From an optimization exercise on the open Yosys and OpenROAD flow, aimed at small area; shortcuts taken in it are not production practice. Function was checked by simulation only, so behaviour that the tests miss may differ from the original.

## router_top
module router_top(
    input        clock,
    input        resetn,
    input        read_enb_0,
    input        read_enb_1,
    input        read_enb_2,
    input  [7:0] data_in,
    input        pkt_valid,
    output [7:0] data_out_0,
    output [7:0] data_out_1,
    output [7:0] data_out_2,
    output       valid_out_0,
    output       valid_out_1,
    output       valid_out_2,
    output       error,
    output       busy
);
    wire [2:0] write_enb;
    wire [7:0] dout;
    wire hdr_next;
    wire empty_0, empty_1, empty_2, full_0, full_1, full_2;
    wire soft_reset_0, soft_reset_1, soft_reset_2;
    router_fsm ctrl(.clock(clock), .resetn(resetn), .pkt_valid(pkt_valid), .data_in(data_in),
                    .soft_reset(soft_reset_0 | soft_reset_1 | soft_reset_2),
                    .empty_0(empty_0), .empty_1(empty_1), .empty_2(empty_2),
                    .full_0(full_0), .full_1(full_1), .full_2(full_2),
                    .busy(busy), .err(error), .dout(dout), .write_enb(write_enb),
                    .hdr_next(hdr_next));
    router_sync wd_0(.clock(clock), .resetn(resetn), .wait_rd(~empty_0 & ~read_enb_0), .soft_reset(soft_reset_0));
    router_sync wd_1(.clock(clock), .resetn(resetn), .wait_rd(~empty_1 & ~read_enb_1), .soft_reset(soft_reset_1));
    router_sync wd_2(.clock(clock), .resetn(resetn), .wait_rd(~empty_2 & ~read_enb_2), .soft_reset(soft_reset_2));
    router_fifo fifo_0(.clock(clock), .resetn(resetn), .write_enb(write_enb[0]), .soft_reset(soft_reset_0),
                       .read_enb(read_enb_0), .hdr_in(hdr_next), .data_in(dout),
                       .empty(empty_0), .full(full_0), .data_out(data_out_0));
    router_fifo fifo_1(.clock(clock), .resetn(resetn), .write_enb(write_enb[1]), .soft_reset(soft_reset_1),
                       .read_enb(read_enb_1), .hdr_in(hdr_next), .data_in(dout),
  ...
==> module router_fifo, before the edit <==
module router_fifo(
    input            clock,
    input            resetn,
    input            write_enb,
    input            soft_reset,
    input            read_enb,
    input            hdr_in,         
    input      [7:0] data_in,
    output           empty,
    output           full,
    output reg [7:0] data_out);
    reg  [7:0] mem [0:15];
    reg [15:0] hdr;
    reg        wrapped;              
    reg  [4:0] rd_ptr, wr_ptr;
    reg  [6:0] cnt_m1;               
    wire eq_lo = (rd_ptr[3:0] == wr_ptr[3:0]);
    assign empty = eq_lo & (rd_ptr[4] == wr_ptr[4]);
    assign full  = eq_lo & (rd_ptr[4] != wr_ptr[4]);
    wire clr = ~resetn | soft_reset;
    wire we  = write_enb & ~full;
    wire [15:0] wsel = 16'd1 << wr_ptr[3:0];
    wire [15:0] rsel = 16'd1 << rd_ptr[3:0];
    integer i;
    always @(posedge clock) begin
        for (i = 0; i < 16; i = i + 1)
            if (we & wsel[i]) mem[i] <= data_in;
    end
    always @(posedge clock) begin
        for (i = 0; i < 16; i = i + 1)
            if (we & wsel[i]) hdr[i] <= hdr_in;
    end
    always @(posedge clock) begin
        if (clr) begin
            wr_ptr  <= 5'd0;
            wrapped <= 1'b0;
        end else if (we) begin
            wr_ptr <= wr_ptr + 5'd1;
            if (&wr_ptr[3:0]) wrapped <= 1'b1;
        end
    end
    wire rvalid = wrapped | (rd_ptr[3:0] < wr_ptr[3:0]);
    wire [8:0] rword [0:15];
    wire [8:0] rbit;
    genvar b, k;
    generate
        for (k = 0; k < 16; k = k + 1) begin : g_word
            assign rword[k] = {hdr[k], mem[k]};
        end
        for (b = 0; b < 9; b = b + 1) begin : g_bit
            wire [5:0] t;
            for (k = 0; k < 5; k = k + 1) begin : g_grp
                router_aoi222 u_aoi(.a(rword[3*k][b]), .sa(rsel[3*k]),
                                    .b(rword[3*k+1][b]), .sb(rsel[3*k+1]),
                                    .c(rword[3*k+2][b]), .sc(rsel[3*k+2]), .y(t[k]));
            end
            assign t[5] = ~(rword[15][b] & rsel[15]);
            wire h0, h1;
            router_nand3 u_n0(.a(t[0]), .b(t[1]), .c(t[2]), .y(h0));
            router_nand3 u_n1(.a(t[3]), .b(t[4]), .c(t[5]), .y(h1));
            assign rbit[b] = h0 | h1;
        end
    endgenerate
    wire [7:0] rdata = rbit[7:0];
    wire       rhdr  = rbit[8];
    wire cnt_zero = &cnt_m1;
    wire rd_ok    = read_enb & ~empty;
    wire do_read  = rd_ok & ~cnt_zero & ~soft_reset;
    wire rd_data  = do_read & rvalid;
    always @(posedge clock) begin
        if (!resetn) begin
            data_out <= 8'd0;
            rd_ptr   <= 5'd0;
        end else begin
            data_out <= rd_data ? rdata : 8'd0;
            if (do_read) rd_ptr <= rd_ptr + 5'd1;
        end
    end
    always @(posedge clock) begin
        if (clr) cnt_m1 <= 7'h7f;
        else if (rhdr & rvalid) cnt_m1 <= {1'b0, rdata[7:2]};
        else if (rd_ok) cnt_m1 <= cnt_m1 - 7'd1;
    end
endmodule
==> flow/config.mk <==
export PLATFORM = sky130hd
export DESIGN_NAME = router_top
export DESIGN_NICKNAME = router_top
export VERILOG_FILES = /design/flow/design.v
export SDC_FILE = /design/flow/constraint.sdc
export NUM_CORES = 4
export LEC_CHECK = 0
export CAP_MARGIN = 20
export CORE_MARGIN = 2
export CORE_UTILIZATION = 60
export PLACE_DENSITY = 0.75
export SLEW_MARGIN = 20
export SYNTH_HIERARCHICAL = 1
export SYNTH_MINIMUM_KEEP_SIZE = 0
==> flow/constraint.sdc <==
create_clock -name core_clock -period 5.0 [get_ports {clock}]
set_input_delay 1.0000 -clock core_clock [delete_from_list [all_inputs] [get_ports {clock}]]
set_output_delay 1.0000 -clock core_clock [all_outputs]
set_load 0.01 [all_outputs]
standard.sh (not shown) runs the stock make flow with config.mk's settings and CLKGATE_MAP_FILE= SYNTH_SCRIPT=/design/flow/synth_recipe.tcl, a recipe that flattens the netlist after the stock synthesis.
==> flow/flow/run.sh <==
#!/bin/bash
# The standard ORFS layout (standard.sh) with two steps given their own arguments:
# - clock tree: mid-size clock buffers (clkbuf_8) in clusters of up to 15 sinks
#   and no dummy loads, instead of clkbuf_16 with dummy loads;
# - port buffers: every input and output port still gets a buffer, a buf_1.
# All output goes to standard.log here; ORFS's per-step logs are under orfs/logs.
set -euo pipefail
export CTS_ARGS="-sink_clustering_enable -repair_clock_nets -dont_use_dummy_load -buf_list sky130_fd_sc_hd__clkbuf_8 -sink_clustering_size 15 -sink_clustering_max_diameter 80"
export BUFFER_PORTS_ARGS="-buffer_cell sky130_fd_sc_hd__buf_1"
bash standard.sh > standard.log 2>&1
Then changed:
--- a/flow/design.v
+++ b/flow/design.v
@@ -18,18 +18,31 @@
     assign empty = eq_lo & (rd_ptr[4] == wr_ptr[4]);
     assign full  = eq_lo & (rd_ptr[4] != wr_ptr[4]);
     wire clr = ~resetn | soft_reset;
     wire we  = write_enb & ~full;
-    wire [15:0] wsel = 16'd1 << wr_ptr[3:0];
-    wire [15:0] rsel = 16'd1 << rd_ptr[3:0];
+    wire [3:0] wlo_n, whi_n, rlo_n, rhi_n;
+    wire [15:0] wsel, rsel;
+    genvar j;
+    generate
+        for (j = 0; j < 4; j = j + 1) begin : g_pre
+            assign wlo_n[j] = ~(we & (wr_ptr[1:0] == j));
+            assign whi_n[j] = ~(wr_ptr[3:2] == j);
+            assign rlo_n[j] = ~(rd_ptr[1:0] == j);
+            assign rhi_n[j] = ~(rd_ptr[3:2] == j);
+        end
+        for (j = 0; j < 16; j = j + 1) begin : g_sel
+            router_nor2 u_w(.a(wlo_n[j % 4]), .b(whi_n[j / 4]), .y(wsel[j]));
+            router_nor2 u_r(.a(rlo_n[j % 4]), .b(rhi_n[j / 4]), .y(rsel[j]));
+        end
+    endgenerate
     integer i;
     always @(posedge clock) begin
         for (i = 0; i < 16; i = i + 1)
-            if (we & wsel[i]) mem[i] <= data_in;
+            if (wsel[i]) mem[i] <= data_in;
     end
     always @(posedge clock) begin
         for (i = 0; i < 16; i = i + 1)
-            if (we & wsel[i]) hdr[i] <= hdr_in;
+            if (wsel[i]) hdr[i] <= hdr_in;
     end
     always @(posedge clock) begin
         if (clr) begin
             wr_ptr  <= 5'd0;
@@ -62,9 +75,9 @@
         end
     endgenerate
     wire [7:0] rdata = rbit[7:0];
     wire       rhdr  = rbit[8];
-    wire cnt_zero = &cnt_m1;
+    wire cnt_zero = ~|cnt_m1;
     wire rd_ok    = read_enb & ~empty;
     wire do_read  = rd_ok & ~cnt_zero & ~soft_reset;
     wire rd_data  = do_read & rvalid;
     always @(posedge clock) begin
@@ -76,18 +89,21 @@
             if (do_read) rd_ptr <= rd_ptr + 5'd1;
         end
     end
     always @(posedge clock) begin
-        if (clr) cnt_m1 <= 7'h7f;
-        else if (rhdr & rvalid) cnt_m1 <= {1'b0, rdata[7:2]};
-        else if (rd_ok) cnt_m1 <= cnt_m1 - 7'd1;
+        if (clr) cnt_m1 <= 7'h00;
+        else if (rhdr & rvalid) cnt_m1 <= {1'b1, ~rdata[7:2]};
+        else if (rd_ok) cnt_m1 <= cnt_m1 + 7'd1;
     end
 endmodule
 module router_aoi222(input a, input sa, input b, input sb, input c, input sc, output y);
     assign y = ~((a & sa) | (b & sb) | (c & sc));
 endmodule
 module router_nand3(input a, input b, input c, output y);
     assign y = ~(a & b & c);
+endmodule
+module router_nor2(input a, input b, output y);
+    assign y = ~(a | b);
 endmodule
 module router_fsm(
     input            clock,
     input            resetn,
=> Count of clock-buffer cells in the layout does not change. Via count rose slightly. Global-route usage increases by 1.6 points. Maximum frequency is higher by a few percent. Critical path depth came out lower by 1.

## port drivers added, routing unchanged
How much do the figures lean on ideal ports? The routed layouts below were timed once more, with nothing changed but the port constraints. Step 1, drivers: a clkbuf_16 drives clock and a buf_2 each remaining input, both assumed. Step 2 times the ports against the registers' clock, not the clock port: input delays grow and output delays shrink by t, the midpoint of the rising clock arrivals with the driver on. Three values: ideal ports, drivers, drivers and shift; two values: the first two.
run | t (ns) | slack for setup (ns) | hold slack, ns | worst data-port slew with drivers (ns)
the first run | 0.594 | 1.508 / 1.456 / 1.737 | 0.432 / 0.432 / 0.432 | 0.09
the second run | 0.642 | 1.591 / 1.591 / 1.591 | 0.413 / 0.413 / 0.413 | 0.09
After both steps setup and hold are still met in every run listed.
